From an optimization exercise on the open Yosys and OpenROAD flow, aimed at small area; shortcuts taken in it are not production practice.
Function was checked by simulation only, so behaviour that the tests miss may differ from the original.
No run shown here takes its clock network from TritonCTS; it comes from the design's own scripts or RTL.
The flow treats the clock pin as an ideal source. Dropping or thinning the clock tree relies on that and would not hold on a real chip.
Power figures rest on the tool's default switching activity, not on a simulated workload.

==> design/flow/design.v <==
module UART_top #(parameter debounce_period_Hz = 10000,
                  parameter clk_divisor = 868,
                  parameter num_bits = 8,
                  parameter parity = 0)
(
  input  logic       clk,
  input  logic       RSTn,
  input  logic       start,
  input  logic [7:0] data_in,
  output logic [7:0] data_out,
  input  logic       RX,
  output logic       TX
);
logic        s1, s2, thr, en, btn;
logic [13:0] dq;
wire [13:0] dl     = dq ^ 14'h2aaa;
wire        d_x    = s1 ^ s2;
wire        d_last = (dl == 14'h1560);
wire [13:0] d_sh   = {dl[12:0], ^(dl & 14'h2001)};
wire [13:0] d_nx   = thr ? 14'h3ffe : (d_x && !d_last) ? 14'h3fff : d_sh;
always_ff @(posedge clk or negedge RSTn)
  if (!RSTn) begin
    s1 <= 1'b0; s2 <= 1'b0; thr <= 1'b0; en <= 1'b0; btn <= 1'b0; dq <= 14'h1554;
  end else begin
    s1  <= start;
    s2  <= s1;
    thr <= d_last;
    en  <= thr;
    if (en) btn <= s2;
    dq  <= d_nx ^ 14'h2aaa;
  end
logic o1, o2;
always_ff @(posedge clk or negedge RSTn)
  if (!RSTn) begin o1 <= 1'b0; o2 <= 1'b0; end
  else begin o1 <= btn; o2 <= o1; end
wire pe = o1 & ~o2;
localparam logic [3:0] HALF = 4'd15, IDLE = 4'd10;
function automatic logic [3:0] inc4(input logic [3:0] k, input logic a);
  inc4 = k ^ {a & k[2] & k[1] & k[0], a & k[1] & k[0], a & k[0], a};
endfunction
logic [3:0] tk;
logic [9:0] tc;
logic       txr, pre, f;
wire [9:0] tl     = tc ^ 10'h2aa;
wire       t_term = (tl == 10'h155);
wire       t_idle = tk[3] & tk[1] & ~tk[0];
wire       t_stop = tk[3] & ~tk[1] & tk[0];
wire       t_acc  = pe & (t_idle | (t_stop & t_term));
wire [9:0] t_sh   = {tl[8:0], ^(tl & 10'h240)};
wire [9:0] t_nx   = t_acc ? 10'h20f : t_term ? 10'h4 : t_sh;
wire       par    = ^data_in;
always_comb
  if (tk[3]) f = ~tk[2] & (tk[0] | par);    
  else       f = data_in[tk[2:0]];
always_ff @(posedge clk) begin
  pre <= f;
  tc  <= t_nx ^ 10'h2aa;
end
always_ff @(posedge clk or negedge RSTn)
  if (!RSTn) begin
    tk <= IDLE; txr <= 1'b1;
  end else begin
    if (t_term && !t_idle) txr <= pre;
    if (t_acc) tk <= HALF;
    else       tk <= inc4(tk, t_term & ~t_idle);
  end
assign TX = txr;
logic       sr;
logic [3:0] rk;
logic [9:0] rc;
logic [7:0] dout;
wire [9:0] rl     = rc ^ 10'h2aa;
wire       r_term = (rl == 10'h155);
wire       r_idle = rk[3] & rk[1] & ~rk[0];
wire       r_acc  = r_idle & ~sr;
wire [9:0] r_sh   = {rl[8:0], ^(rl & 10'h240)};
wire [9:0] r_nx   = r_acc ? 10'h1f : r_term ? 10'h4 : r_sh;
always_ff @(posedge clk) rc <= r_nx ^ 10'h2aa;
always_ff @(posedge clk or negedge RSTn)
  if (!RSTn) begin
    sr <= 1'b1; rk <= IDLE; dout <= 8'd0;
  end else begin
    sr <= RX;
    if (r_acc) rk <= HALF;
    else       rk <= inc4(rk, r_term & ~r_idle);
    for (int i = 0; i < 8; i++)
      if (r_term && rk == i) dout[i] <= sr;
  end
assign data_out = dout;
endmodule
==> design/flow/flow/run.sh <==
#!/bin/bash
# The standard layout (standard.sh) with these changes:
#  - synthesis is the standard flow's script (synth_recipe.tcl) with ABC run on an
#    area-oriented script (flow/abc_area.script); registers are mapped before
#    ABC runs, so they are the standard synthesis's;
#  - the ports are buffered with the smallest buffer, sky130_fd_sc_hd__buf_1;
#  - the clock tree is one level of clock buffers (flow/cts_pre.tcl) instead
#    of TritonCTS's H-tree;
#  - after global routing, cells off the critical paths are downsized
#    (RECOVER_POWER).
# Each step's full log is in orfs/logs/; make's own output goes to standard.log.
set -euo pipefail
here=$(pwd)
cat flow/abc_hook.tcl synth_recipe.tcl > my_synth.tcl
sed "s#SYNTH_SCRIPT=[^ ]*#SYNTH_SCRIPT=$here/my_synth.tcl#" standard.sh > my_standard.sh
grep -q "SYNTH_SCRIPT=$here/my_synth.tcl" my_standard.sh
export MY_ABC_SCRIPT="$here/flow/abc_area.script"
export BUFFER_PORTS_ARGS="-buffer_cell sky130_fd_sc_hd__buf_1"
export PRE_CTS_TCL="$here/flow/cts_pre.tcl"
export RECOVER_POWER=100
bash my_standard.sh finish > standard.log 2>&1
==> design/flow/flow/abc_area.script <==
strash
ifraig
dc2
balance
dc2
dch -f
amap -F 8 -A 8
topo
==> design/flow/flow/abc_hook.tcl <==
# Run ABC with flow/abc_area.script (area-oriented mapping) in place of the
# script ORFS picks; everything else in the synthesis is the standard flow's own.
proc abc { args } {
  set i [lsearch -exact $args -script]
  if { $i >= 0 } { lset args [expr {$i + 1}] $::env(MY_ABC_SCRIPT) }
  yosys abc {*}$args
}
==> design/flow/flow/cts_pre.tcl <==
# Clock tree for a small design: the clock port drives a few clock buffers,
# each driving the clock pins of one group of nearby registers. Groups come
# from cutting the registers' bounding box along its longer side, again and
# again. This replaces TritonCTS, whose H-tree adds a level of buffers.
if { ![info exists cts_buf] } { set cts_buf sky130_fd_sc_hd__clkbuf_8 }
if { ![info exists cts_groups] } { set cts_groups 3 }
set block [ord::get_db_block]
set clk_net [[$block findBTerm clk] getNet]

set sinks {}
foreach it [$clk_net getITerms] {
  set inst [$it getInst]
  if { ![[$inst getMaster] isSequential] } { continue }
  set b [$inst getBBox]
  lappend sinks [list [expr {([$b xMin] + [$b xMax]) / 2}] [expr {([$b yMin] + [$b yMax]) / 2}] $it]
}

# split pts into n groups: cut along the longer side, sizes in proportion
proc split_groups { pts n } {
  if { $n <= 1 } { return [list $pts] }
  set xs [lmap p $pts { lindex $p 0 }]
  set ys [lmap p $pts { lindex $p 1 }]
  set w [expr {[tcl::mathfunc::max {*}$xs] - [tcl::mathfunc::min {*}$xs]}]
  set h [expr {[tcl::mathfunc::max {*}$ys] - [tcl::mathfunc::min {*}$ys]}]
  set idx [expr {$w >= $h ? 0 : 1}]
  set s [lsort -integer -index $idx $pts]
  set n1 [expr {$n / 2}]
  set k [expr {[llength $s] * $n1 / $n}]
  return [concat [split_groups [lrange $s 0 [expr {$k - 1}]] $n1] \
                 [split_groups [lrange $s $k end] [expr {$n - $n1}]]]
}

set groups [split_groups $sinks $cts_groups]

set master [[ord::get_db] findMaster $cts_buf]
set i 0
foreach g $groups {
  if { [llength $g] == 0 } { continue }
  set sx 0
  set sy 0
  foreach p $g {
    set sx [expr {$sx + [lindex $p 0]}]
    set sy [expr {$sy + [lindex $p 1]}]
  }
  set n [llength $g]
  set buf [odb::dbInst_create $block $master "clkbuf_leaf_$i"]
  set net [odb::dbNet_create $block "clknet_leaf_$i"]
  $net setSigType CLOCK
  [$buf findITerm A] connect $clk_net
  [$buf findITerm X] connect $net
  foreach p $g {
    set it [lindex $p 2]
    $it disconnect
    $it connect $net
  }
  $buf setLocation [expr {$sx / $n}] [expr {$sy / $n}]
  $buf setPlacementStatus PLACED
  puts "clock buffer clkbuf_leaf_$i drives $n registers"
  incr i
}

# cts.tcl calls clock_tree_synthesis next; the tree is already built.
rename clock_tree_synthesis tritoncts_unused
proc clock_tree_synthesis { args } {
  puts "clock_tree_synthesis skipped: clock buffers inserted by cts_pre.tcl"
}
==> design/flow/standard.sh <==
#!/bin/bash
# synth_recipe.tcl (not shown) runs the flow's synth.tcl, then flattens the netlist and writes it again
# the make line also repeats each setting of config.mk as NAME=value (left out here)
make -C /OpenROAD-flow-scripts/flow DESIGN_CONFIG=/design/flow/config.mk WORK_HOME=/design/flow/orfs CLKGATE_MAP_FILE= SYNTH_SCRIPT=/design/flow/synth_recipe.tcl "${@:-finish}"
==> design/flow/config.mk <==
export PLATFORM = sky130hd
export DESIGN_NAME = UART_top
export DESIGN_NICKNAME = UART_top
export VERILOG_FILES = /design/flow/design.v
export SDC_FILE = /design/flow/constraint.sdc
export NUM_CORES = 4
export LEC_CHECK = 0
export CAP_MARGIN = 20
export CORE_MARGIN = 2
export CORE_UTILIZATION = 70
export CTS_BUF_LIST = sky130_fd_sc_hd__clkbuf_4 sky130_fd_sc_hd__clkbuf_8
export CTS_CLUSTER_DIAMETER = 500
export CTS_CLUSTER_SIZE = 100
export SLEW_MARGIN = 20
==> design/flow/constraint.sdc <==
create_clock -name core_clock -period 10.0 [get_ports {clk}]
set_input_delay 2.0000 -clock core_clock [delete_from_list [all_inputs] [get_ports {clk}]]
set_output_delay 2.0000 -clock core_clock [all_outputs]
set_load 0.01 [all_outputs]
==> results.py, run 1 <==
metrics = {
    "layout": {
        "drive_above_1_share_pct": 6.03,
        "ff_latch_area_sq_um": 1410,
        "final_cell_count_no_fill": 265,
        "utilization_pct": 78.0,
        "multi_input_comb_area_sq_um": 692,
        "layout.cell_area.non_filler_sq_um": 2340,
        "area.growth.synth_to_final_pct": 7.40,
        "fillerInstances": 211,
        "fin_nets": 248,
        "n_antenna_cell": 0,
    },
    "sta": {
        "totalNegativeSetupSlack_ns": 0,
        "finalWorstPathRequiredPeriod_ns": 3.43,
        "setup_viol": 0,
        "min_period_over_period_pct": 34.3,
        "clock.fmax_mhz": 292,
        "slew-limit-headroom_pct": -26.7,
        "layout_setup_ws_ns": 6.57,
        "finalHoldViolCount": 0,
        "grt_setup_unrepaired": "false",
        "slew_viol_final": 40,
        "worst_clock_skew_ns": 0.00599,
        "worstMarginPinSlew_ns": 1.90,
    },
    "global_routing": {
        "track_usage_pct": 21.9,
        "grt_pass1_vias": 1504,
        "grt_pass1_wl_microns": 6200,
        "largest_net_degree_at_the_start_of_global_routing": 40,
        "globalRouteOverflowTotal": 0,
        "antenna_found_initial": 0,
    },
    "detailed_routing": {
        "drt-initial-drc-count": 131,
        "route.detailed.drc": 0,
        "antenna_violating_nets_post_route": 0,
        "drt-pass1-iter-count": 4,
        "vias_after_detailed_routing": 1634,
        "avgRoutedWirePerCell_microns": 14.1,
        "viasPerCell": 6.17,
        "postRouteWirelength_microns": 3750,
    },
    "worst_setup_path": {
        "top_fanout_value_on_the_critical_path": 39,
        "timing.critical_path.slowest_cell_delay_ns": 1.34,
        "worstPathArrival_ns": 3.35,
        "crit_buf_inv": 1,
        "worst_endpoint_required_time_ns": 9.92,
        "critical_path.endpoint_type": "async pin",
        "worst_setup_path_start_kind": "primary input",
        "path_class": "primary input to async pin",
        "cp_cell_sequence": "clkbuf_1",
        "critical_path.top_delay_family": "buffers and inverters",
        "slowest_stage": "clkbuf_1",
    },
    "clock_network": {
        "cts.repair.resized": 0,
        "cts_hold_buffers": 0,
        "path_clk_slew_ns": 0.11,
        "cts_setup_buffers": 0,
        "clkLatencyLatePin_ns": 0.17,
    },
    "run": {
        "maxCapViolCount": 1,
    },
    "logic_synthesis": {
        "yosys.area.top_type_share_pct": 31.0,
        "synth_warnings": 1,
        "syn_avg_cell_area_sq_um": 10.5,
        "synth_fp_nets": 222,
        "synthArstFlopShare_pct": 65.0,
        "synth-seq-cells": 60,
        "yosysUniqueCellTypes": 27,
        "synth_area_leaders": "dfrtp_1 (31%), dfxtp_1 (19%), dfstp_2 (14%)",
        "top_ff_cell_synth": "dfrtp_1",
        "synth.cell_area_sq_um": 2180,
        "yosys.area.top_type": "dfrtp_1",
        "seq_area_frac_synth_pct": 64.7,
        "synth_enable_flop_cells": 0,
        "synthCells": 208,
    },
    "pwr": {
        "total_leakage_power_uw": 0.000981,
        "power.switching_fraction_pct": 18.8,
        "share_seq_of_total_power_pct": 72.2,
        "worst_ir_drop_vdd_mv": 0.118,
        "power_density_nw_per_um2": 145,
        "combPwrFrac_pct": 3.5,
        "cell_internal_pwr_uw": 275,
        "fraction_of_power_consumed_by_the_clock_network_pct": 24.4,
        "power_dissipated_by_switching_net_loads_uw": 63.9,
    },
    "placement": {
        "place_worst_setup_slack_ns": 6.89,
        "cell_area_after_placement_sq_um": 2310,
        "routability_cong": 0.850,
        "detailed_place_hpwl_microns": 2710,
        "port_buffers": 20,
        "place_inst": 262,
    },
    "die": {
        "initial_utilization_pct": 72.7,
        "num_io_pins": 21,
        "design.die.area_sq_um": 3580,
        "rows": 20,
        "die_w_microns": 59.8,
        "core_area_sq_um": 3000,
        "die-height_microns": 59.8,
    },
    "min_path": {
        "hold_path.class": "flop to flop",
    },
    "outcome": {
        "result_of_the_run": "failed layout checks",
        "check.faults": "max-capacitance violations, max-slew violations",
    },
}
-- final timing paths --
path	slack, ns	startpoint	depth (start not counted)	end
max in group core_clock	7.03	data_in[6]	7	pre$_DFF_P_
worst min register to register	0.39	btn$_DFFE_PN0P_	0	o1$_DFF_PN0_
worst max-delay path	6.57	RSTn	1	dout[2]$_DFFE_PN0P_
min in group asynchronous	2.35	RSTn	1	dq[0]$_DFF_PN0_
worst max register to register	7.16	tc[6]$_SDFF_PP0_	9	tc[6]$_SDFF_PP0_
worst min-delay path	0.39	btn$_DFFE_PN0P_	0	o1$_DFF_PN0_
-- cells by family (layout without fill, tap and decap cells) --
family                     count (synthesis)  in the layout  synth area share, %
buffers and inverters                     21             45                 3.61
and+or+nand+nor                           76             76                 16.9
adders and majority gates                  2              2                 1.15
AOI/OAI and AO/OA                         49             49                 13.6
DFF                                       60             60                 64.7
-- layer usage --
metal | track usage (%) | vias to the layer above | wire, microns | share of wire (%)
met5 | 0 | - | 0 | 0
li1 | - | 793 | - | -
met2 | 39.0 | 54 | 1860 | 50
met1 | 30.4 | 783 | 1700 | 45
met4 | 3.17 | 0 | 29 | 0.77
met3 | 1.30 | 4 | 153 | 4.1
-- metrics by stage --
step | total power, uW | hold slack [ns]
finish | 339 | 0.392
global route | 352 | 0.402
CTS | 326 | 0.367
detailed placement | 262 | 0.366
global placement | 261 | 0.357
floorplan | 255 | 0.346
-- cell usage after synthesis (2+ instances only) --
cell type and n:
or3_1 2, o221ai_1 5, nor2_1 27, dfstp_2 12, nand3b_1 4, a31oi_1 9
nor3_1 9, nor4_1 2, a21oi_1 21, a211oi_1 2, nand4_1 6, dfxtp_1 21
nand2_1 11, o21ai_0 7, nand3_1 8, ha_1 2, a22oi_1 2, dfrtp_1 27
or2_0 3, clkinv_1 21
-- sequential cells by signal (all words and copies together) (netlist names) --
| signal | flops |
|---|---|
| tk | 4 |
| txr | 1 |
| rk | 4 |
| sr | 1 |
| pre | 1 |
| tc | 10 |
| o2 | 1 |
| rc | 10 |
| o1 | 1 |
| dq | 14 |
| btn | 1 |
| en | 1 |
| dout | 8 |
| s1 | 1 |
| thr | 1 |
| s2 | 1 |
-- cells in the final DEF (no fill, tap or decap) --
cell and n:
nor4b_1 1, nand3b_1 4, or4_1 1, dfstp_1 1, and3_1 1, a32o_1 1
ha_1 2, or3_1 2, a22oi_1 2, o21ai_0 7, dfrtp_1 27, a31oi_1 9
nand3_1 8, nand2_1 11, clkbuf_1 2, dfstp_2 11, nor4_1 2, a211oi_1 2
o211ai_1 1, o221ai_1 5, or2_0 3, dfxtp_1 21, clkbuf_8 3, a21oi_1 21
o32a_1 1, nor3b_1 1, clkinv_1 21, buf_1 19, nor2_1 27, nand4_1 6
nor3_1 9
-- power by group through the flow --
stage	Clock [uW]	Sequential (uW)	Combinational [uW]
6_report	82.6	245	11.8
5_1_grt	93.5	245	13.6
4_1_cts	63.9	250	12.2
2_1_floorplan	0	249	5.32
3_3_place_gp	0	249	11.3
3_5_place_dp	0	250	12.2
-- final cells by class --
type,count,area share [%]
timing repair buffer,21,3.36
tap,33,1.76
sequential,60,60.2
multi-input combinational,127,29.5
inverter,21,3.36
buffer,3,1.76
==> inputs of run 2 (changes only) <==
--- a/design/flow/flow/run.sh
+++ b/design/flow/flow/run.sh
@@ -5,9 +5,7 @@
 #    ABC runs, so they are the standard synthesis's;
 #  - the ports are buffered with the smallest buffer, sky130_fd_sc_hd__buf_1;
 #  - the clock tree is one level of clock buffers (flow/cts_pre.tcl) instead
-#    of TritonCTS's H-tree;
-#  - after global routing, cells off the critical paths are downsized
-#    (RECOVER_POWER).
+#    of TritonCTS's H-tree.
 # Each step's full log is in orfs/logs/; make's own output goes to standard.log.
 set -euo pipefail
 here=$(pwd)
@@ -17,5 +15,4 @@
 export MY_ABC_SCRIPT="$here/flow/abc_area.script"
 export BUFFER_PORTS_ARGS="-buffer_cell sky130_fd_sc_hd__buf_1"
 export PRE_CTS_TCL="$here/flow/cts_pre.tcl"
-export RECOVER_POWER=100
 bash my_standard.sh finish > standard.log 2>&1
==> run 2 against run 1 <==
Effect of this change: now clean on timing, DRC and antenna; worst hold slack barely moved; first-iteration DRC count rose by 20%; utilization rose by 0.17 points; combinational power barely moved; worst setup slack improved by 0.46 ns; die area did not move; sequential cell count did not move; critical endpoint is now pre$_DFF_P_.
==> results.py, run 2 <==
metrics = {
    "worst_setup_path": {
        "r2r_start": "tc[6]$_SDFF_PP0_",
        "worstPathArrival_ns": 3.03,
        "reg2reg_slack_ns": 7.17,
        "worst_setup_path_start_kind": "primary input",
        "timing.critical_path.slowest_cell_delay_ns": 0.28,
        "path_class": "primary input to flop",
        "cp_cell_sequence": "buf_1 > nor2_1 > a21oi_1 > o21ai_0 > a21oi_1 > o21ai_0 > a32o_1",
        "critical_path.endpoint_type": "flop",
        "worst_endpoint_required_time_ns": 10.07,
        "slowest_stage": "a32o_1",
        "top_fanout_value_on_the_critical_path": 3,
        "worst_setup_path_startpoint": "data_in[6]",
    },
    "detailed_routing": {
        "vias_after_detailed_routing": 1615,
        "viasPerCell": 6.09,
        "drt-pass1-iter-count": 4,
        "route.detailed.drc": 0,
        "postRouteWirelength_microns": 3750,
        "drt-initial-drc-count": 157,
        "avgRoutedWirePerCell_microns": 14.2,
        "antenna_violating_nets_post_route": 0,
    },
    "logic_synthesis": {
        "seq_area_frac_synth_pct": 64.7,
        "synth_top_cells_by_count": "dfrtp_1 (27), nor2_1 (27), a21oi_1 (21), clkinv_1 (21), dfxtp_1 (21)",
        "synth-seq-cells": 60,
        "top_ff_cell_synth": "dfrtp_1",
        "synthCells": 208,
        "synth_warnings": 1,
        "synthArstFlopShare_pct": 65.0,
        "synth_area_leaders": "dfrtp_1 (31%), dfxtp_1 (19%), dfstp_2 (14%)",
        "yosysUniqueCellTypes": 27,
        "yosys.area.top_type_share_pct": 31.0,
        "synth_fp_nets": 222,
        "synth_enable_flop_cells": 0,
        "syn_avg_cell_area_sq_um": 10.5,
        "synth.cell_area_sq_um": 2180,
        "yosys.area.top_type": "dfrtp_1",
    },
    "die": {
        "die_w_microns": 59.8,
        "die-height_microns": 59.8,
        "core_area_sq_um": 3000,
        "num_io_pins": 21,
        "design.die.area_sq_um": 3580,
        "rows": 20,
        "initial_utilization_pct": 72.7,
    },
    "global_routing": {
        "globalRouteOverflowTotal": 0,
        "largest_net_degree_at_the_start_of_global_routing": 40,
        "grt_pass1_wl_microns": 6200,
        "grt_pass1_vias": 1504,
        "antenna_found_initial": 0,
        "track_usage_pct": 21.9,
    },
    "pwr": {
        "power_dissipated_by_switching_net_loads_uw": 64.0,
        "combPwrFrac_pct": 3.6,
        "worst_ir_drop_vdd_mv": 0.119,
        "power.switching_fraction_pct": 18.8,
        "cell_internal_pwr_uw": 276,
        "share_seq_of_total_power_pct": 72.1,
        "total_leakage_power_uw": 0.000987,
        "fraction_of_power_consumed_by_the_clock_network_pct": 24.3,
        "fin_total_pwr_uw": 340,
        "power_density_nw_per_um2": 145,
    },
    "layout": {
        "fin_nets": 248,
        "layout.cell_area.non_filler_sq_um": 2350,
        "n_antenna_cell": 0,
        "largest_register_ffs": 14,
        "ff_latch_area_sq_um": 1410,
        "reg_top3": "dq x14, rc x10, tc x10",
        "final_cell_count_no_fill": 265,
        "fillerInstances": 209,
        "drive_above_1_share_pct": 7.33,
        "area.growth.synth_to_final_pct": 7.63,
        "final_cell_mix": "nor2_1 (27), dfrtp_1 (27), clkinv_1 (21), a21oi_1 (21), dfxtp_1 (21)",
        "multi_input_comb_area_sq_um": 692,
        "max_flop_register": "dq",
    },
    "placement": {
        "cell_area_after_placement_sq_um": 2310,
        "place_inst": 262,
        "routability_cong": 0.850,
        "port_buffers": 20,
        "detailed_place_hpwl_microns": 2710,
    },
    "clock_network": {
        "cts_hold_buffers": 0,
        "clkLatencyLatePin_ns": 0.17,
        "path_clk_slew_ns": 0.11,
        "cts.repair.resized": 0,
        "cts_setup_buffers": 0,
    },
    "sta": {
        "worstMarginPinSlew_ns": 0.893,
        "clock.fmax_mhz": 337,
        "min_period_over_period_pct": 29.7,
        "totalNegativeSetupSlack_ns": 0,
        "finalHoldViolCount": 0,
        "worst_clock_skew_ns": 0.00602,
        "holdWs_ns": 0.392,
        "setup_viol": 0,
        "finalWorstPathRequiredPeriod_ns": 2.97,
        "grt_setup_unrepaired": "false",
        "slew-limit-headroom_pct": 40.5,
        "slew_viol_final": 0,
    },
    "min_path": {
        "hold_path.class": "flop to flop",
        "startpoint_of_the_worst_hold_path": "btn$_DFFE_PN0P_",
    },
    "outcome": {
        "result_of_the_run": "complete, no violations",
    },
    "run": {
        "maxCapViolCount": 0,
    },
}
## run 2: cell counts after synthesis
Identical to the previous run, type by type.
## run 2: critical path: cells and delay by family
family	cells	cell delay, ns
AO/OA/AOI/OAI	5	0.82
AND/OR/NAND/NOR	1	0.07
buffers and inverters	1	0.14
## run 2: per-stage QoR
step	utilization [%]	worst slack, ns
5_1_grt	78.2	6.84
2_1_floorplan	-	7.16
4_1_cts	78.2	6.88
3_3_place_gp	76.8	7.01
6_report	78.2	7.03
3_5_place_dp	76.8	6.89
## run 2: final timing paths
| path | to | cells past startpoint |
|---|---|---|
| min | o1$_DFF_PN0_ | 0 |
| min reg2reg | o1$_DFF_PN0_ | 0 |
| max | pre$_DFF_P_ | 7 |
| max reg2reg | tc[6]$_SDFF_PP0_ | 9 |
| max in group asynchronous | dout[2]$_DFFE_PN0P_ | 1 |
| min in group asynchronous | dq[0]$_DFF_PN0_ | 1 |
## run 2: power by group through the flow
stage	logic (uW)	clock network, uW	registers [uW]
final	12.1	82.6	245
after floorplan	5.32	0	249
after CTS	12.2	63.9	250
after global placement	11.3	0	249
after detailed placement	12.2	0	250
after global routing	14.0	93.5	245
## run 2: layout make-up
class / instances / area share, %
flip-flops and latches: 60 / 60.1
multi-input cells: 127 / 29.5
repair buffers: 21 / 3.57
inverters: 21 / 3.36
plain buffers: 3 / 1.76
well taps: 33 / 1.76
## run 2: kinds of logic after synthesis
group | synth area share [%]
buf+inv | 3.61
compound gates | 13.6
simple gates | 16.9
flops | 64.7
fa+ha+maj | 1.15
## run 2: metal layers
layer,up-vias,GRT usage (%),part of all wire (%)
li1,793,-,-
met1,763,30.4,45
met2,53,39.0,50
met3,6,1.30,4.2
met4,0,3.17,0.88
met5,-,0,0
==> inputs of run 3 (changes only) <==
==> design/flow/flow/run.sh (replaced) <==
#!/bin/bash
# The standard layout (standard.sh) with two changes:
#  - the ports are buffered with the smallest buffer, sky130_fd_sc_hd__buf_1;
#  - the clock tree is one level of clock buffers (flow/cts_pre.tcl) instead
#    of TritonCTS's H-tree.
# Each step's full log is in orfs/logs/; make's own output goes to standard.log.
set -euo pipefail
here=$(pwd)
export BUFFER_PORTS_ARGS="-buffer_cell sky130_fd_sc_hd__buf_1"
export PRE_CTS_TCL="$here/flow/cts_pre.tcl"
bash standard.sh finish > standard.log 2>&1
removed: design/flow/flow/abc_area.script
removed: design/flow/flow/abc_hook.tcl
==> run 3 against run 2 <==
Effect of this change: via count down 7.1%; clock skew down 0.0037 ns; highest routed layer unchanged; global-route usage up 1.2 points; largest cell class unchanged; total power up 1.9%; die area up 4.1%; synthesized area up 4.4%; critical path type unchanged.
==> results.py, run 3 <==
metrics = {
    "logic_synthesis": {
        "synth_area_leaders": "dfrtp_1 (30%), dfxtp_1 (18%), dfstp_2 (14%)",
        "yosys.area.top_type": "dfrtp_1",
        "syn_avg_cell_area_sq_um": 11.9,
        "synthCells": 192,
        "synth.cell_area_sq_um": 2280,
        "synthArstFlopShare_pct": 65.0,
        "seq_area_frac_synth_pct": 61.9,
        "synth_top_cells_by_count": "dfrtp_1 (27), nand2_1 (22), dfxtp_1 (21)",
        "yosysUniqueCellTypes": 40,
        "synth_enable_flop_cells": 0,
        "yosys.area.top_type_share_pct": 29.7,
        "synthMostInstantiatedCell": "dfrtp_1",
        "synth_fp_nets": 206,
        "synth-seq-cells": 60,
        "top_ff_cell_synth": "dfrtp_1",
        "synth_warnings": 1,
    },
    "sta": {
        "finalHoldViolCount": 0,
        "finalWorstPathRequiredPeriod_ns": 2.98,
        "worst_clock_skew_ns": 0.00236,
        "slew-limit-headroom_pct": 41.8,
        "min_period_over_period_pct": 29.8,
        "setup_viol": 0,
        "grt_setup_unrepaired": "false",
        "worstMarginPinSlew_ns": 0.873,
        "totalNegativeSetupSlack_ns": 0,
        "clock.fmax_mhz": 336,
        "slew_viol_final": 0,
    },
    "outcome": {
        "result_of_the_run": "complete, no violations",
    },
    "layout": {
        "mostFrequentLayoutCell": "dfrtp_1",
        "fin_nets": 225,
        "drive_above_1_share_pct": 15.3,
        "largest_register_ffs": 14,
        "n_antenna_cell": 0,
        "final_cell_count_no_fill": 253,
        "max_flop_register": "dq",
        "area.growth.synth_to_final_pct": 6.64,
        "final_cell_mix": "dfrtp_1 (27), nand2_1 (22), dfxtp_1 (21), buf_1 (19), nor2_1 (16)",
        "reg_top3": "dq x14, rc x10, tc x10",
    },
    "die": {
        "rows": 20,
        "die-height_microns": 61.1,
        "core_area_sq_um": 3080,
        "num_io_pins": 21,
        "design.die.area_sq_um": 3730,
        "initial_utilization_pct": 74.0,
        "die_w_microns": 61.1,
    },
    "detailed_routing": {
        "drt-pass1-iter-count": 4,
        "drt-initial-drc-count": 141,
        "antenna_violating_nets_post_route": 0,
        "avgRoutedWirePerCell_microns": 15.3,
        "route.detailed.drc": 0,
        "viasPerCell": 5.93,
        "vias_after_detailed_routing": 1500,
        "postRouteWirelength_microns": 3880,
    },
    "placement": {
        "place_inst": 250,
        "detailed_place_hpwl_microns": 2910,
        "port_buffers": 20,
        "routability_cong": 0.804,
    },
    "global_routing": {
        "track_usage_pct": 23.1,
        "largest_net_degree_at_the_start_of_global_routing": 40,
        "grt_pass1_wl_microns": 6620,
        "grt_pass1_vias": 1524,
        "antenna_found_initial": 0,
        "globalRouteOverflowTotal": 0,
    },
    "min_path": {
        "whs_path_depth": 0,
        "hold_path.class": "flop to flop",
    },
    "worst_setup_path": {
        "critical_path.endpoint_type": "flop",
        "worst_setup_path_start_kind": "primary input",
        "worstPathArrival_ns": 3.03,
        "top_fanout_value_on_the_critical_path": 2,
        "worst_endpoint_required_time_ns": 10.05,
        "reg2regPathDepth": 5,
        "path_class": "primary input to flop",
    },
    "pwr": {
        "share_seq_of_total_power_pct": 71.3,
        "power_density_nw_per_um2": 142,
        "worst_ir_drop_vdd_mv": 0.106,
        "cell_internal_pwr_uw": 280,
        "power.switching_fraction_pct": 19.2,
        "power_dissipated_by_switching_net_loads_uw": 66.3,
        "total_leakage_power_uw": 0.00103,
        "combPwrFrac_pct": 4.6,
        "fraction_of_power_consumed_by_the_clock_network_pct": 24.1,
    },
    "run": {
        "maxCapViolCount": 0,
    },
    "clock_network": {
        "cts_setup_buffers": 0,
        "path_clk_slew_ns": 0.11,
        "clkLatencyLatePin_ns": 0.16,
        "cts_hold_buffers": 0,
        "cts.repair.resized": 0,
    },
}
[run 3: cell count changes after synthesis, moves of 5 or more]
cell,previous run,this run
nor2_1,27,16
mux2_2,0,10
clkinv_1,21,0
o21ai_0,7,2
a31oi_1,9,3
nor3_1,9,2
a21oi_1,21,10
nand2_1,11,22
xnor2_1,0,9
o221ai_1,5,0
[run 3: cells by family after synthesis]
logic type	after synthesis	synth area share, %
xor gates and xnor gates	14	5.71
DFF	60	61.9
AOI/OAI and AO/OA	20	5.27
adders and majority gates	3	1.54
and+or+nand+nor	74	16.7
muxes	13	7.36
buffers and inverters	8	1.48
[run 3: final cells by class]
type,count,area (sq um)
fillers,219,648
inverters,2,7.51
repair buffers,20,76.3
plain buffers,3,41.3
flip-flops and latches,60,1410
well taps,44,55.1
multi-input cells,124,838
[run 3: through the flow]
step / hold slack, ns / cell area [sq um] / util [%] / setup slack (ns) / total power, uW
3_5_place_dp: 0.365 / 2380 / 77.4 / 6.83 / 268
5_1_grt: 0.401 / 2430 / 78.9 / 6.98 / 359
4_1_cts: 0.365 / 2420 / 78.8 / 6.83 / 332
6_report: 0.388 / 2430 / 78.9 / 7.02 / 346
3_3_place_gp: 0.357 / 2380 / 77.4 / 6.88 / 266
2_1_floorplan: 0.347 / 2280 / - / 7.01 / 260
[run 3: critical path, stage by stage]
cell,delay [ns]
buf_1,0.09
mux4_2,0.46
or3_1,0.31
o311ai_0,0.10
a31oi_1,0.06
[run 3: path summary, 6_finish.rpt]
path / startpoint / end / slack [ns]
max in group asynchronous: RSTn / rk[2]$_DFF_PN0_ / 7.53
worst min-delay path: btn$_DFFE_PN0P_ / o1$_DFF_PN0_ / 0.39
worst max register to register: tc[2]$_SDFF_PP1_ / tk[0]$_DFF_PN0_ / 8.02
worst max-delay path: data_in[7] / pre$_DFF_P_ / 7.02
min in group asynchronous: RSTn / dq[11]$_DFF_PN0_ / 1.93
worst min register to register: btn$_DFFE_PN0P_ / o1$_DFF_PN0_ / 0.39
[run 3: layer usage]
layer  wire, microns  global-route usage, %
met3             139                   2.73
met2            1990                   39.4
met4              48                   4.97
met5               0                      0
met1            1700                   32.3
[run 3: power groups by stage]
stage,combinational (uW),clock [uW],sequential [uW]
5_1_grt,18.2,93.8,247
2_1_floorplan,9.70,0,251
6_report,15.8,83.3,247
4_1_cts,16.2,63.9,252
3_5_place_dp,16.1,0,252
3_3_place_gp,15.2,0,251
==> inputs of run 4 (changes only) <==
==> design/flow/design.v (replaced) <==
module UART_top #(parameter debounce_period_Hz = 10000,
                  parameter clk_divisor = 868,
                  parameter num_bits = 8,
                  parameter parity = 0)
(
  input  logic       clk,
  input  logic       RSTn,
  input  logic       start,
  input  logic [7:0] data_in,
  output logic [7:0] data_out,
  input  logic       RX,
  output logic       TX
);
logic        s1, s2, thr, btn;
logic [13:0] dq;
wire [13:0] dl     = dq ^ 14'h1555;
wire        d_x    = s1 ^ s2;
wire        d_last = (dl == 14'h2a9f);
wire [13:0] d_sh   = {dl[12:0], ~^(dl & 14'h2001)};
wire [13:0] d_nx   = thr ? 14'h1 : (d_x && !d_last) ? 14'h0 : d_sh;
wire        go     = thr & s1 & ~btn;
always_ff @(posedge clk or negedge RSTn)
  if (!RSTn) begin
    s1 <= 1'b0; s2 <= 1'b0; thr <= 1'b0; btn <= 1'b0; dq <= 14'h1554;
  end else begin
    s1  <= start;
    s2  <= s1;
    thr <= d_last;
    if (thr) btn <= s1;
    dq  <= d_nx ^ 14'h1555;
  end
localparam logic [3:0] HALF = 4'd15, IDLE = 4'd10;
function automatic logic [3:0] inc4(input logic [3:0] k, input logic a);
  inc4 = k ^ {a & k[2] & k[1] & k[0], a & k[1] & k[0], a & k[0], a};
endfunction
logic [3:0] tk;
logic [9:0] tc;
logic       txr, pre, f;
wire [9:0] tl     = tc ^ 10'h2aa;
wire       t_term = (tl == 10'h2aa);
wire       t_idle = tk[3] & tk[1] & ~tk[0];
wire       t_acc  = go;
wire [9:0] t_sh   = {tl[8:0], ^(tl & 10'h240)};
wire [9:0] t_nx   = t_acc ? 10'he0 : t_term ? 10'h2 : t_sh;
wire       par    = ^data_in;
always_comb
  if (tk[3]) f = ~tk[2] & (tk[0] | par);    
  else       f = data_in[tk[2:0]];
always_ff @(posedge clk) begin
  pre <= f;
  tc  <= t_nx ^ 10'h2aa;
end
always_ff @(posedge clk or negedge RSTn)
  if (!RSTn) begin
    tk <= IDLE; txr <= 1'b1;
  end else begin
    if (t_term && !t_idle) txr <= pre;
    if (t_acc) tk <= HALF;
    else       tk <= inc4(tk, t_term & ~t_idle);
  end
assign TX = txr;
logic       sr;
logic [3:0] rk;
logic [9:0] rc;
logic [7:0] dout;
wire [9:0] rl     = rc ^ 10'h2aa;
wire       r_term = (rl == 10'h2aa);
wire       r_idle = rk[3] & rk[1] & ~rk[0];
wire       r_acc  = r_idle & ~sr;
wire [9:0] r_sh   = {rl[8:0], ^(rl & 10'h240)};
wire [9:0] r_nx   = r_acc ? 10'h20f : r_term ? 10'h2 : r_sh;
always_ff @(posedge clk) rc <= r_nx ^ 10'h2aa;
always_ff @(posedge clk or negedge RSTn)
  if (!RSTn) begin
    sr <= 1'b1; rk <= IDLE; dout <= 8'd0;
  end else begin
    sr <= RX;
    if (r_acc) rk <= HALF;
    else       rk <= inc4(rk, r_term & ~r_idle);
    for (int i = 0; i < 8; i++)
      if (r_term && rk == i) dout[i] <= sr;
  end
assign data_out = dout;
endmodule
==> design/flow/flow/run.sh (replaced) <==
#!/bin/bash
# The standard layout (standard.sh) with these changes:
#  - synthesis is the standard flow's script (synth_recipe.tcl) with ABC run on an
#    area-oriented script (flow/abc_area.script); registers are mapped before
#    ABC runs, so they are the standard synthesis's;
#  - the ports are buffered with the smallest buffer, sky130_fd_sc_hd__buf_1;
#  - the clock tree is one level of clock buffers (flow/cts_pre.tcl) instead
#    of TritonCTS's H-tree.
# Each step's full log is in orfs/logs/; make's own output goes to standard.log.
set -euo pipefail
here=$(pwd)
cat flow/abc_hook.tcl synth_recipe.tcl > my_synth.tcl
sed "s#SYNTH_SCRIPT=[^ ]*#SYNTH_SCRIPT=$here/my_synth.tcl#" standard.sh > my_standard.sh
grep -q "SYNTH_SCRIPT=$here/my_synth.tcl" my_standard.sh
export MY_ABC_SCRIPT="$here/flow/abc_area.script"
export BUFFER_PORTS_ARGS="-buffer_cell sky130_fd_sc_hd__buf_1"
export PRE_CTS_TCL="$here/flow/cts_pre.tcl"
bash my_standard.sh finish > standard.log 2>&1
==> design/flow/flow/abc_area.script (new file) <==
strash
ifraig
scorr
dc2
dch -f
amap -F 4 -A 4
topo
==> design/flow/flow/abc_hook.tcl (new file) <==
# Run ABC with flow/abc_area.script (area-oriented mapping) in place of the
# script ORFS picks; everything else in the synthesis is the standard flow's own.
proc abc { args } {
  set i [lsearch -exact $args -script]
  if { $i >= 0 } { lset args [expr {$i + 1}] $::env(MY_ABC_SCRIPT) }
  yosys abc {*}$args
}
==> design/flow/config.mk (replaced) <==
export PLATFORM = sky130hd
export DESIGN_NAME = UART_top
export DESIGN_NICKNAME = UART_top
export VERILOG_FILES = /design/flow/design.v
export SDC_FILE = /design/flow/constraint.sdc
export NUM_CORES = 4
export LEC_CHECK = 0
export CAP_MARGIN = 20
export CORE_MARGIN = 2
export CORE_UTILIZATION = 50
export SLEW_MARGIN = 20
==> run 4 against run 3 <==
Effect of this change: still clean on timing, DRC and antenna; routed wire length decreased by 15%; clock power down 4.3%; total power down 6.2%; worst setup slack better by 0.12 ns; register-to-register slack worse by 0.18 ns; combinational power fell by 23%; global-route usage down 7.9 points; sequential power shrank 6%; fmax rose by 4.3%; final cell count up 12%; synthesized area shrank 8.4%; critical path type unchanged; largest cell class unchanged; largest power group unchanged.
==> results.py, run 4 <==
metrics = {
    "run": {
        "maxCapViolCount": 0,
    },
    "sta": {
        "slew_viol_final": 0,
        "holdWs_ns": 0.391,
        "min_period_over_period_pct": 28.5,
        "totalNegativeSetupSlack_ns": 0,
        "clock.fmax_mhz": 350,
        "finalHoldViolCount": 0,
        "worstMarginPinSlew_ns": 0.886,
        "setup_viol": 0,
        "grt_setup_unrepaired": "false",
        "layout_setup_ws_ns": 7.15,
        "slew-limit-headroom_pct": 40.9,
        "finalWorstPathRequiredPeriod_ns": 2.85,
        "worst_clock_skew_ns": 0.00846,
    },
    "clock_network": {
        "path_clk_slew_ns": 0.11,
        "cts.repair.resized": 0,
        "clkLatencyLatePin_ns": 0.16,
        "cts_setup_buffers": 0,
        "cts_hold_buffers": 0,
    },
    "logic_synthesis": {
        "top_ff_cell_synth": "dfrtp_1",
        "synth.cell_area_sq_um": 2090,
        "synth_warnings": 1,
        "synth_top_cells_by_count": "nor2_1 (41), clkinv_1 (25), dfrtp_1 (24)",
        "yosys.area.top_type": "dfrtp_1",
        "yosysUniqueCellTypes": 26,
        "synth_area_leaders": "dfrtp_1 (29%), dfxtp_1 (20%), dfstp_2 (15%)",
        "yosys.area.top_type_share_pct": 28.8,
        "synthMostInstantiatedCell": "nor2_1",
        "synth_enable_flop_cells": 0,
        "seq_area_frac_synth_pct": 64.0,
        "synthCells": 210,
        "synth_fp_nets": 224,
        "synthArstFlopShare_pct": 63.2,
        "synth-seq-cells": 57,
        "syn_avg_cell_area_sq_um": 9.94,
    },
    "worst_setup_path": {
        "slowest_stage": "o22ai_1",
        "worst_setup_path_start_kind": "primary input",
        "critical_path.most_common_cell": "o21ai_0",
        "timing.critical_path.slowest_cell_delay_ns": 0.17,
        "worst_setup_path_startpoint": "data_in[2]",
        "cp_cell_sequence": "buf_1 > clkinv_1 > o22ai_1 > o21ai_0 > a21oi_1 > o21ai_0 > nand3_1 > o21ai_0",
        "worst_endpoint_required_time_ns": 10.06,
        "path_class": "primary input to flop",
        "critical_path.endpoint_type": "flop",
        "r2r_start": "dq[3]$_DFF_PN0_",
        "worstPathArrival_ns": 2.91,
        "top_fanout_value_on_the_critical_path": 2,
    },
    "layout": {
        "reg_top3": "dq x14, rc x10, tc x10",
        "drive_above_1_share_pct": 6.87,
        "largest_register_ffs": 14,
        "area.growth.synth_to_final_pct": 8.63,
        "fin_nets": 249,
        "mostFrequentLayoutCell": "nor2_1",
        "n_antenna_cell": 0,
        "final_cell_mix": "nor2_1 (41), clkinv_1 (25), dfrtp_1 (24), dfxtp_1 (21), buf_1 (19)",
        "max_flop_register": "dq",
        "final_cell_count_no_fill": 283,
    },
    "pwr": {
        "worst_ir_drop_vdd_mv": 0.103,
        "power_density_nw_per_um2": 143,
        "total_leakage_power_uw": 0.000930,
    },
    "die": {
        "die_w_microns": 68.6,
        "core_area_sq_um": 4000,
        "num_io_pins": 21,
        "initial_utilization_pct": 52.2,
        "die-height_microns": 68.6,
        "design.die.area_sq_um": 4710,
        "rows": 23,
    },
    "placement": {
        "detailed_place_hpwl_microns": 2510,
        "port_buffers": 20,
        "place_worst_setup_slack_ns": 6.96,
        "routability_cong": 0.706,
        "place_inst": 280,
    },
    "detailed_routing": {
        "antenna_violating_nets_post_route": 0,
        "route.detailed.drc": 0,
        "avgRoutedWirePerCell_microns": 11.6,
        "drt-initial-drc-count": 68,
        "viasPerCell": 5.23,
        "vias_after_detailed_routing": 1480,
        "drt-pass1-iter-count": 4,
        "postRouteWirelength_microns": 3290,
    },
    "outcome": {
        "result_of_the_run": "complete, no violations",
    },
    "min_path": {
        "hold_path.class": "flop to flop",
        "startpoint_of_the_worst_hold_path": "tc[8]$_SDFF_PP0_",
    },
    "global_routing": {
        "grt_pass1_wl_microns": 5800,
        "antenna_found_initial": 0,
        "largest_net_degree_at_the_start_of_global_routing": 37,
        "globalRouteOverflowTotal": 0,
        "grt_pass1_vias": 1397,
        "track_usage_pct": 15.2,
    },
}
[run 4: final timing paths]
check	endpoint	slack, ns	cells past startpoint
max in group asynchronous	dq[7]$_DFF_PN0_	7.51	1
worst max-delay path	pre$_DFF_P_	7.15	8
worst max register to register	dq[2]$_DFF_PN1_	7.84	6
min in group asynchronous	tk[2]$_DFF_PN0_	1.94	1
worst min-delay path	tc[9]$_DFF_P_	0.39	1
worst min register to register	tc[9]$_DFF_P_	0.39	1
[run 4: worst max-delay path, delay by kind of cell]
family	cells	cell delay, ns
AO/OA/AOI/OAI	5	0.65
buffers and inverters	2	0.17
AND/OR/NAND/NOR	1	0.09
[run 4: cell families (layout without fill, tap and decap cells)]
group                      count (synthesis)  count (layout)  share of synthesized area [%]
AOI/OAI and AO/OA                         44              44                           12.8
adders and majority gates                  2               2                           1.20
buffers and inverters                     25              48                           4.50
DFF                                       57              57                           64.0
and+or+nand+nor                           82              82                           17.5
[run 4: routing by layer]
layer,track usage (%),up-vias,wire [microns]
met2,26.8,19,1530
li1,-,760,-
met1,21.2,697,1630
met4,1.50,0,32
met3,0.974,4,97
met5,0,-,0
[run 4: metrics by stage]
step / total power (uW) / utilization [%] / area (sq um)
global placement: 249 / 55.6 / 2230
finish: 324 / 56.7 / 2270
detailed placement: 249 / 55.6 / 2230
CTS: 312 / 56.7 / 2270
global route: 339 / 56.7 / 2270
floorplan: 243 / - / 2090
[run 4: where the power goes]
group          leakage [uW]  internal [uW]  switching [uW]
sequential         0.000625            231            1.19
combinational      0.000283           3.86            8.22
clock             0.0000216           27.9            51.7
total              0.000930            263            61.1
[run 4: cell type report]
| type | instances | area, sq um |
|---|---|---|
| repair buffers | 20 | 76.3 |
| plain buffers | 3 | 41.3 |
| inverters | 25 | 93.8 |
| flip-flops and latches | 57 | 1340 |
| well taps | 50 | 62.6 |
| multi-input cells | 128 | 657 |
| fillers | 359 | 1730 |
==> inputs of run 5 (changes only) <==
--- a/design/flow/design.v
+++ b/design/flow/design.v
@@ -11,22 +11,21 @@
   input  logic       RX,
   output logic       TX
 );
-logic        s1, s2, thr, btn;
+logic        s1, thr, btn;
 logic [13:0] dq;
 wire [13:0] dl     = dq ^ 14'h1555;
-wire        d_x    = s1 ^ s2;
-wire        d_last = (dl == 14'h2a9f);
-wire [13:0] d_sh   = {dl[12:0], ~^(dl & 14'h2001)};
+wire        d_x    = start ^ s1;
+wire        d_last = (dl == 14'h184b);
+wire [13:0] d_sh   = {dl[12:0], ~^(dl & 14'h3000)};
 wire [13:0] d_nx   = thr ? 14'h1 : (d_x && !d_last) ? 14'h0 : d_sh;
-wire        go     = thr & s1 & ~btn;
+wire        go     = thr & start & ~btn;
 always_ff @(posedge clk or negedge RSTn)
   if (!RSTn) begin
-    s1 <= 1'b0; s2 <= 1'b0; thr <= 1'b0; btn <= 1'b0; dq <= 14'h1554;
+    s1 <= 1'b0; thr <= 1'b0; btn <= 1'b0; dq <= 14'h1556;
   end else begin
     s1  <= start;
-    s2  <= s1;
     thr <= d_last;
-    if (thr) btn <= s1;
+    if (thr) btn <= start;
     dq  <= d_nx ^ 14'h1555;
   end
 localparam logic [3:0] HALF = 4'd15, IDLE = 4'd10;
@@ -41,7 +40,7 @@
 wire       t_idle = tk[3] & tk[1] & ~tk[0];
 wire       t_acc  = go;
 wire [9:0] t_sh   = {tl[8:0], ^(tl & 10'h240)};
-wire [9:0] t_nx   = t_acc ? 10'he0 : t_term ? 10'h2 : t_sh;
+wire [9:0] t_nx   = t_acc ? 10'h270 : t_term ? 10'h2 : t_sh;
 wire       par    = ^data_in;
 always_comb
   if (tk[3]) f = ~tk[2] & (tk[0] | par);    
==> design/flow/flow/abc_area.script (replaced) <==
strash
ifraig
dc2
balance
dc2
dch -f
amap -F 8 -A 8
topo
==> run 5 against run 4 <==
Effect of this change: combinational power is essentially flat; via count grew 1.3%; register-to-register slack worse by 0.32 ns; routed wire length up 5.1%; largest power group unchanged; highest routed layer unchanged.
==> results.py, run 5 <==
metrics = {
    "outcome": {
        "result_of_the_run": "complete, no violations",
    },
    "worst_setup_path": {
        "critical_path.endpoint_type": "flop",
        "path_class": "primary input to flop",
        "worst_setup_path_endpoint": "pre$_DFF_P_",
        "timing.critical_path.depth": 8,
        "r2r_start": "rc[5]$_DFF_P_",
        "worst_setup_path_startpoint": "data_in[2]",
        "top_fanout_value_on_the_critical_path": 2,
        "critical_path.most_common_cell": "o21ai_0",
        "worst_endpoint_required_time_ns": 10.06,
        "crit_buf_inv": 2,
        "cp_cell_sequence": "buf_1 > clkinv_1 > o22ai_1 > o21ai_0 > a21oi_1 > o21ai_0 > nand3_1 > o21ai_0",
        "worstPathArrival_ns": 2.92,
        "reg2reg_slack_ns": 7.52,
        "reg2regPathDepth": 6,
        "worst_r2r_endpoint": "rk[0]$_DFF_PN0_",
        "timing.critical_path.slowest_cell_delay_ns": 0.17,
        "critical_path.top_delay_family": "compound AO/OA/AOI/OAI gates",
        "slowest_stage": "o22ai_1",
        "worst_setup_path_start_kind": "primary input",
    },
    "logic_synthesis": {
        "synth_top_cells_by_count": "nor2_1 (34), clkinv_1 (22), dfrtp_1 (22)",
        "synth_enable_flop_cells": 0,
        "yosys.area.top_type": "dfrtp_1",
        "synth_area_leaders": "dfrtp_1 (27%), dfxtp_1 (20%), dfstp_2 (17%)",
        "yosysUniqueCellTypes": 26,
        "yosys.area.top_type_share_pct": 26.7,
        "seq_area_frac_synth_pct": 63.7,
        "synthArstFlopShare_pct": 62.5,
        "synth_fp_nets": 218,
        "synth_warnings": 1,
        "synth-seq-cells": 56,
        "synthMostInstantiatedCell": "nor2_1",
        "synthCells": 203,
        "top_ff_cell_synth": "dfrtp_1",
        "synth.cell_area_sq_um": 2060,
        "syn_avg_cell_area_sq_um": 10.1,
    },
    "global_routing": {
        "grtUsageMet3_pct": 1.15,
        "groute.layer.met1.usage_pct": 22.3,
        "grt_pass1_vias": 1393,
        "groute.layer.met2.usage_pct": 27.2,
        "globalRouteOverflowTotal": 0,
        "track_usage_pct": 15.7,
        "global_route.peak_usage_layer": "met2",
        "largest_net_degree_at_the_start_of_global_routing": 36,
        "grt_pass1_wl_microns": 5780,
        "antenna_found_initial": 0,
    },
    "die": {
        "rows": 23,
        "core_area_sq_um": 3970,
        "design.die.area_sq_um": 4650,
        "initial_utilization_pct": 51.9,
        "die_w_microns": 68.2,
        "num_io_pins": 21,
        "die-height_microns": 68.2,
    },
    "placement": {
        "place_worst_setup_slack_ns": 6.95,
        "port_buffers": 20,
        "detailed_place_hpwl_microns": 2570,
        "routability_cong": 0.776,
    },
    "sta": {
        "min_period_over_period_pct": 28.6,
        "setup_viol": 0,
        "layout_setup_ws_ns": 7.14,
        "slew_viol_final": 0,
        "finalWorstPathRequiredPeriod_ns": 2.86,
        "clock.fmax_mhz": 349,
        "worstMarginPinSlew_ns": 0.815,
        "worst_clock_skew_ns": 0.00376,
        "holdWs_ns": 0.389,
        "totalNegativeSetupSlack_ns": 0,
        "grt_setup_unrepaired": "false",
        "finalHoldViolCount": 0,
        "slew-limit-headroom_pct": 45.6,
    },
    "layout": {
        "final_cell_mix": "nor2_1 (34), clkinv_1 (22), dfrtp_1 (22), dfxtp_1 (21), buf_1 (19)",
        "largest_register_ffs": 14,
        "area.growth.synth_to_final_pct": 8.75,
        "max_flop_register": "dq",
        "n_antenna_cell": 0,
        "drive_above_1_share_pct": 7.52,
        "fin_nets": 243,
        "mostFrequentLayoutCell": "nor2_1",
        "reg_top3": "dq x14, rc x10, tc x10",
    },
    "pwr": {
        "power.switching_fraction_pct": 19.1,
        "fraction_of_power_consumed_by_the_clock_network_pct": 24.9,
        "power_density_nw_per_um2": 143,
        "cell_internal_pwr_uw": 260,
        "power_dissipated_by_switching_net_loads_uw": 61.2,
        "worst_ir_drop_vdd_mv": 0.0766,
        "combPwrFrac_pct": 3.8,
        "share_seq_of_total_power_pct": 71.3,
        "total_leakage_power_uw": 0.000908,
    },
    "detailed_routing": {
        "avgRoutedWirePerCell_microns": 12.5,
        "drt-pass1-iter-count": 4,
        "vias_after_detailed_routing": 1499,
        "antenna_violating_nets_post_route": 0,
        "postRouteWirelength_microns": 3460,
        "drt-initial-drc-count": 103,
        "route.detailed.drc": 0,
        "viasPerCell": 5.43,
    },
    "clock_network": {
        "cts.repair.resized": 0,
        "cts_setup_buffers": 0,
        "clkLatencyLatePin_ns": 0.16,
        "path_clk_slew_ns": 0.10,
        "cts_hold_buffers": 0,
    },
    "min_path": {
        "hold_path.class": "flop to flop",
    },
    "run": {
        "maxCapViolCount": 0,
    },
}
==> run 5: metrics by stage <==
stage          area, sq um  cells  utilization, %  power [uW]
2_1_floorplan         2060    203               -         239
3_3_place_gp          2200    273            55.4         245
3_5_place_dp          2200    273            55.4         246
4_1_cts               2240    276            56.4         307
5_1_grt               2240    276            56.4         333
6_report              2240    276            56.4         321
==> run 5: final cells by class <==
type	instances	area, sq um
inverters	22	82.6
flip-flops and latches	56	1310
multi-input cells	125	664
plain buffers	3	41.3
fillers	368	1730
repair buffers	20	76.3
well taps	50	62.6
==> run 5: worst register-to-register path, cell delays in order (launching register included) <==
cell and delay, ns:
dfxtp_1 0.32, or4_1 0.53, nor4_1 0.62, clkinv_1 0.27, nor2_1 0.15, ha_1 0.25
or2_0 0.23
==> run 5: how the worst min path moves through the flow <==
| stage | from | end | cells past startpoint |
|---|---|---|---|
| 2_1_floorplan | tc[2]$_SDFF_PP0_ | tc[3]$_DFF_P_ | 1 |
| 3_3_place_gp | tc[2]$_SDFF_PP0_ | tc[3]$_DFF_P_ | 1 |
| 3_5_place_dp | tc[2]$_SDFF_PP0_ | tc[3]$_DFF_P_ | 1 |
| 4_1_cts | rc[4]$_SDFF_PP0_ | rc[5]$_DFF_P_ | 1 |
| 5_1_grt | rc[4]$_SDFF_PP0_ | rc[5]$_DFF_P_ | 1 |
| 6_report | rc[4]$_SDFF_PP0_ | rc[5]$_DFF_P_ | 1 |
==> run 5: power groups by stage <==
stage / combinational, uW / clock [uW] / sequential, uW
floorplan: 5.98 / 0 / 233
global placement: 11.7 / 0 / 233
detailed placement: 12.3 / 0 / 233
CTS: 12.4 / 61.4 / 233
global route: 14.0 / 89.9 / 229
finish: 12.0 / 79.9 / 229
==> run 5: per-layer routing <==
layer / vias up / wire, microns
met5: - / 0
met4: 0 / 40
met3: 4 / 123
met2: 20 / 1580
met1: 724 / 1710
li1: 751 / -
==> run 5: cells by family (layout without fill, tap and decap cells) <==
kind of cell	Yosys count	count (layout)	share of synthesized area [%]
compound gates	47	47	13.8
fa+ha+maj	3	3	1.82
buf+inv	22	45	4.01
flops	56	56	63.7
simple gates	75	75	16.6
==> inputs of run 6 (changes only) <==
==> design/flow/design.v (replaced) <==
module UART_top #(parameter debounce_period_Hz = 10000,
                  parameter clk_divisor = 868,
                  parameter num_bits = 8,
                  parameter parity = 0)
(
  input  logic       clk,
  input  logic       RSTn,
  input  logic       start,
  input  logic [7:0] data_in,
  output logic [7:0] data_out,
  input  logic       RX,
  output logic       TX
);
logic        s1, thr, btn;
logic [13:0] dq;
wire [13:0] dl     = dq ^ 14'h2aaa;
wire        d_x    = start ^ s1;
wire        d_last = (dl == 14'h1560);
wire [13:0] d_sh   = {dl[12:0], ^(dl & 14'h2001)};
wire [13:0] d_nx   = thr ? 14'h3ffe : (d_x && !d_last) ? 14'h3fff : d_sh;
wire        go     = thr & start & ~btn;
always_ff @(posedge clk or negedge RSTn)
  if (!RSTn) begin
    s1 <= 1'b0; thr <= 1'b0; btn <= 1'b0; dq <= 14'h1557;
  end else begin
    s1  <= start;
    thr <= d_last;
    if (thr) btn <= start;
    dq  <= d_nx ^ 14'h2aaa;
  end
localparam logic [3:0] HALF = 4'd15, IDLE = 4'd10;
function automatic logic [3:0] inc4(input logic [3:0] k, input logic a);
  inc4 = k ^ {a & k[2] & k[1] & k[0], a & k[1] & k[0], a & k[0], a};
endfunction
logic [3:0] tk;
logic [9:0] tc;
logic       txr, pre, f;
wire [9:0] tl     = tc ^ 10'h155;
wire       t_term = (tl == 10'h155);
wire       t_idle = tk[3] & tk[1] & ~tk[0];
wire       t_acc  = go;
wire [9:0] t_sh   = {tl[8:0], ^(tl & 10'h300)};
wire [9:0] t_nx   = t_acc ? 10'h141 : t_term ? 10'h4 : t_sh;
wire       par    = ^data_in;
always_comb
  if (tk[3]) f = ~tk[2] & (tk[0] | par);    
  else       f = data_in[tk[2:0]];
always_ff @(posedge clk) begin
  pre <= f;
  tc  <= t_nx ^ 10'h155;
end
always_ff @(posedge clk or negedge RSTn)
  if (!RSTn) begin
    tk <= IDLE; txr <= 1'b1;
  end else begin
    if (t_term && !t_idle) txr <= pre;
    if (t_acc) tk <= HALF;
    else       tk <= inc4(tk, t_term & ~t_idle);
  end
assign TX = txr;
logic       sr;
logic [3:0] rk;
logic [9:0] rc;
logic [7:0] dout;
wire [9:0] rl     = rc ^ 10'h155;
wire       r_term = (rl == 10'h155);
wire       r_idle = rk[3] & rk[1] & ~rk[0];
wire       r_acc  = r_idle & ~sr;
wire [9:0] r_sh   = {rl[8:0], ^(rl & 10'h300)};
wire [9:0] r_nx   = r_acc ? 10'h3e : r_term ? 10'h4 : r_sh;
always_ff @(posedge clk) rc <= r_nx ^ 10'h155;
always_ff @(posedge clk or negedge RSTn)
  if (!RSTn) begin
    sr <= 1'b1; rk <= IDLE; dout <= 8'd0;
  end else begin
    sr <= RX;
    if (r_acc) rk <= HALF;
    else       rk <= inc4(rk, r_term & ~r_idle);
    for (int i = 0; i < 8; i++)
      if (r_term && rk == i) dout[i] <= sr;
  end
assign data_out = dout;
endmodule
==> run 6 against run 5 <==
Effect of this change: via count down 1.7%; largest power group unchanged; fmax down 6.2%; routed wire length increased by 0.29%; global-route usage increased by 0.43 points; still clean; synthesized cell count unchanged; die area shrank 0.57%; clock skew is 0.0080 ns higher; sequential share of layout area up 0.39 points; clock power rose by 2.8%; highest routed layer unchanged; utilization decreased by 0.31 points; sequential cell count stayed put.
==> results.py, run 6 <==
metrics = {
    "outcome": {
        "result_of_the_run": "complete, no violations",
    },
    "sta": {
        "min_period_over_period_pct": 30.5,
        "totalNegativeSetupSlack_ns": 0,
        "clock.fmax_mhz": 327,
        "slew-limit-headroom_pct": 43.7,
        "finalHoldViolCount": 0,
        "finalWorstPathRequiredPeriod_ns": 3.05,
        "worstMarginPinSlew_ns": 0.845,
        "grt_setup_unrepaired": "false",
        "setup_viol": 0,
        "worst_clock_skew_ns": 0.0117,
        "slew_viol_final": 0,
    },
    "detailed_routing": {
        "route.detailed.drc": 0,
        "drt-initial-drc-count": 50,
        "postRouteWirelength_microns": 3470,
        "drt-pass1-iter-count": 4,
        "viasPerCell": 5.34,
        "vias_after_detailed_routing": 1473,
        "avgRoutedWirePerCell_microns": 12.6,
        "antenna_violating_nets_post_route": 0,
    },
    "pwr": {
        "fin_total_pwr_uw": 323,
        "power_density_nw_per_um2": 145,
        "cell_internal_pwr_uw": 260,
        "fraction_of_power_consumed_by_the_clock_network_pct": 25.4,
        "worst_ir_drop_vdd_mv": 0.118,
        "total_leakage_power_uw": 0.000879,
        "share_seq_of_total_power_pct": 70.7,
        "power.switching_fraction_pct": 19.6,
        "combPwrFrac_pct": 3.8,
        "power_dissipated_by_switching_net_loads_uw": 63.3,
    },
    "clock_network": {
        "cts.repair.resized": 0,
        "cts_hold_buffers": 0,
        "path_clk_slew_ns": 0.11,
        "clkLatencyLatePin_ns": 0.17,
        "cts_setup_buffers": 0,
    },
    "logic_synthesis": {
        "synth.cell_area_sq_um": 2050,
        "yosys.area.top_type": "dfrtp_1",
        "yosysUniqueCellTypes": 25,
        "synth_fp_nets": 217,
        "synth-seq-cells": 56,
        "syn_avg_cell_area_sq_um": 10.1,
        "synthMostInstantiatedCell": "nor2_1",
        "synthCells": 203,
        "synth_top_cells_by_count": "nor2_1 (40), dfrtp_1 (21), dfxtp_1 (21)",
        "synth_area_leaders": "dfrtp_1 (26%), dfxtp_1 (21%), dfstp_2 (18%)",
        "synth_warnings": 1,
        "synth_enable_flop_cells": 0,
        "top_ff_cell_synth": "dfxtp_1",
        "yosys.area.top_type_share_pct": 25.7,
        "seq_area_frac_synth_pct": 64.2,
        "synthArstFlopShare_pct": 62.5,
    },
    "placement": {
        "port_buffers": 20,
        "place_inst": 273,
        "routability_cong": 0.782,
        "detailed_place_hpwl_microns": 2550,
    },
    "layout": {
        "reg_top3": "dq x14, rc x10, tc x10",
        "max_flop_register": "dq",
        "drive_above_1_share_pct": 7.96,
        "area.growth.synth_to_final_pct": 8.80,
        "mostFrequentLayoutCell": "nor2_1",
        "largest_register_ffs": 14,
        "fin_nets": 242,
        "fillerInstances": 368,
        "final_cell_mix": "nor2_1 (40), dfrtp_1 (21), dfxtp_1 (21), clkinv_1 (19), buf_1 (19)",
        "final_cell_count_no_fill": 276,
        "n_antenna_cell": 0,
    },
    "global_routing": {
        "grt_pass1_wl_microns": 5930,
        "globalRouteOverflowTotal": 0,
        "largest_net_degree_at_the_start_of_global_routing": 36,
        "antenna_found_initial": 0,
        "track_usage_pct": 16.1,
        "grt_pass1_vias": 1377,
    },
    "run": {
        "maxCapViolCount": 0,
    },
    "die": {
        "num_io_pins": 21,
        "rows": 23,
        "core_area_sq_um": 3970,
        "die_w_microns": 68.0,
        "initial_utilization_pct": 51.5,
        "design.die.area_sq_um": 4620,
        "die-height_microns": 68.0,
    },
    "min_path": {
        "hold_path.class": "flop to flop",
    },
    "worst_setup_path": {
        "worstPathArrival_ns": 3.16,
        "path_class": "primary input to flop",
        "worst_setup_path_start_kind": "primary input",
        "worst_endpoint_required_time_ns": 10.10,
        "critical_path.endpoint_type": "flop",
        "top_fanout_value_on_the_critical_path": 13,
    },
}
==> run 6: changes by cell type after synthesis, moves of 2 or more <==
cell / change
nor4_1: +2
nor2_1: +6
clkinv_1: -3
nor3_1: +4
nand2_1: -2
or4_1: -3
a31oi_1: -2
a211oi_1: +3
a32oi_1: +2
nand3_1: -6
nand2b_1: +4
==> run 6: kinds of logic (layout without fill, tap and decap cells) <==
| logic type | count (synthesis) | after routing | synth area share (%) |
|---|---|---|---|
| simple gates | 81 | 81 | 17.8 |
| compound gates | 45 | 45 | 13.3 |
| buf+inv | 19 | 42 | 3.48 |
| fa+ha+maj | 2 | 2 | 1.22 |
| flops | 56 | 56 | 64.2 |
==> run 6: metal layers <==
metal  track usage [%]  share of wire [%]  vias to the layer above  wire length [microns]
met5                 0                  0                        -                      0
met4              2.00                1.5                        0                     53
met3             0.987                3.2                        6                    112
met2              28.4                 45                       19                   1580
met1              22.5                 50                      696                   1730
li1                  -                  -                      752                      -
==> run 6: area by class of cell <==
type / count / area (sq um) / share of cell area, %
Sequential cell: 56 / 1310 / 59.0
Multi-Input combinational cell: 128 / 662 / 29.7
Buffer: 3 / 41.3 / 1.85
Timing Repair Buffer: 20 / 76.3 / 3.43
Tap cell: 50 / 62.6 / 2.81
Inverter: 19 / 71.3 / 3.20
==> run 6: worst paths after layout <==
kind                                       from               end  slack, ns  cells after the start
worst max-delay path                      start  dq[12]$_DFF_PN1_       6.95                      5
worst min-delay path                pre$_DFF_P_   txr$_DFFE_PN1N_       0.39                      2
worst max register to register  dq[3]$_DFF_PN0_   dq[4]$_DFF_PN1_       7.83                      6
worst min register to register      pre$_DFF_P_   txr$_DFFE_PN1N_       0.39                      2
max in group asynchronous                  RSTn  dq[13]$_DFF_PN0_       7.55                      1
min in group asynchronous                  RSTn   tk[0]$_DFF_PN0_       1.92                      1
==> run 6: power groups by stage <==
stage / Sequential (uW) / Combinational, uW / Clock [uW]
finish: 228 / 12.4 / 82.1
global route: 229 / 14.6 / 93.7
CTS: 233 / 12.8 / 61.4
detailed placement: 233 / 12.7 / 0
global placement: 233 / 12.1 / 0
floorplan: 233 / 6.09 / 0
==> run 6: worst max-delay path, stage by stage <==
cell,delay [ns]
buf_1,0.14
nor2_1,0.07
a211oi_1,0.25
or2_0,0.51
nand2b_1,0.19
==> run 6: through the flow <==
stage                     area (sq um)  utilization [%]  hold slack (ns)  setup slack (ns)
after floorplan                   2050                -            0.358              7.15
after global routing              2230             56.1            0.411              6.69
after global placement            2190             55.0            0.367              6.84
final                             2230             56.1            0.393              6.95
after CTS                         2230             56.1            0.374              6.76
after detailed placement          2190             55.0            0.367              6.76

[re-timing with driven ports]
The flow's constraints put no driver on any port. The routed layouts listed below were extracted and timed again, unchanged, in two steps. Step 1 (the two cells are an assumption about what drives the block):
set clk [get_ports {clk}]
set_driving_cell -lib_cell sky130_fd_sc_hd__clkbuf_16 $clk
set_driving_cell -lib_cell sky130_fd_sc_hd__buf_2 [delete_from_list [all_inputs] $clk]
Step 2 times the ports against the registers' clock, not the clock port: input delays grow and output delays shrink by t, the midpoint of the rising clock arrivals with the driver on. Three values: ideal ports, drivers, drivers and shift; two values: the first two.
| run | t, ns | setup slack, ns | hold WS [ns] | worst setup path at the end | worst register clock-pin slew, ns |
|---|---|---|---|---|---|
| run 1 | 0.205 | 6.573 / 6.578 / 6.373 | 0.392 / 0.392 / 0.392 | input, reset recovery | 0.11 / 0.11 |
| run 2 | 0.205 | 7.034 / 7.052 / 6.847 | 0.392 / 0.392 / 0.392 | input to register | 0.11 / 0.11 |
| run 3 | 0.209 | 7.023 / 7.047 / 6.838 | 0.388 / 0.388 / 0.388 | input to register | 0.11 / 0.11 |
| run 4 | 0.202 | 7.146 / 7.106 / 6.960 | 0.391 / 0.391 / 0.391 | input to register | 0.11 / 0.11 |
| run 5 | 0.206 | 7.136 / 7.111 / 6.956 | 0.389 / 0.389 / 0.389 | input to register | 0.10 / 0.10 |
| run 6 | 0.204 | 6.945 / 6.966 / 6.762 | 0.393 / 0.393 / 0.393 | input to register | 0.11 / 0.11 |
For run 1, which loses most, drivers alone change the setup slack by +0.005 ns; drivers and shift together by -0.200 ns. The worst setup slack also covers recovery checks on asynchronous resets.
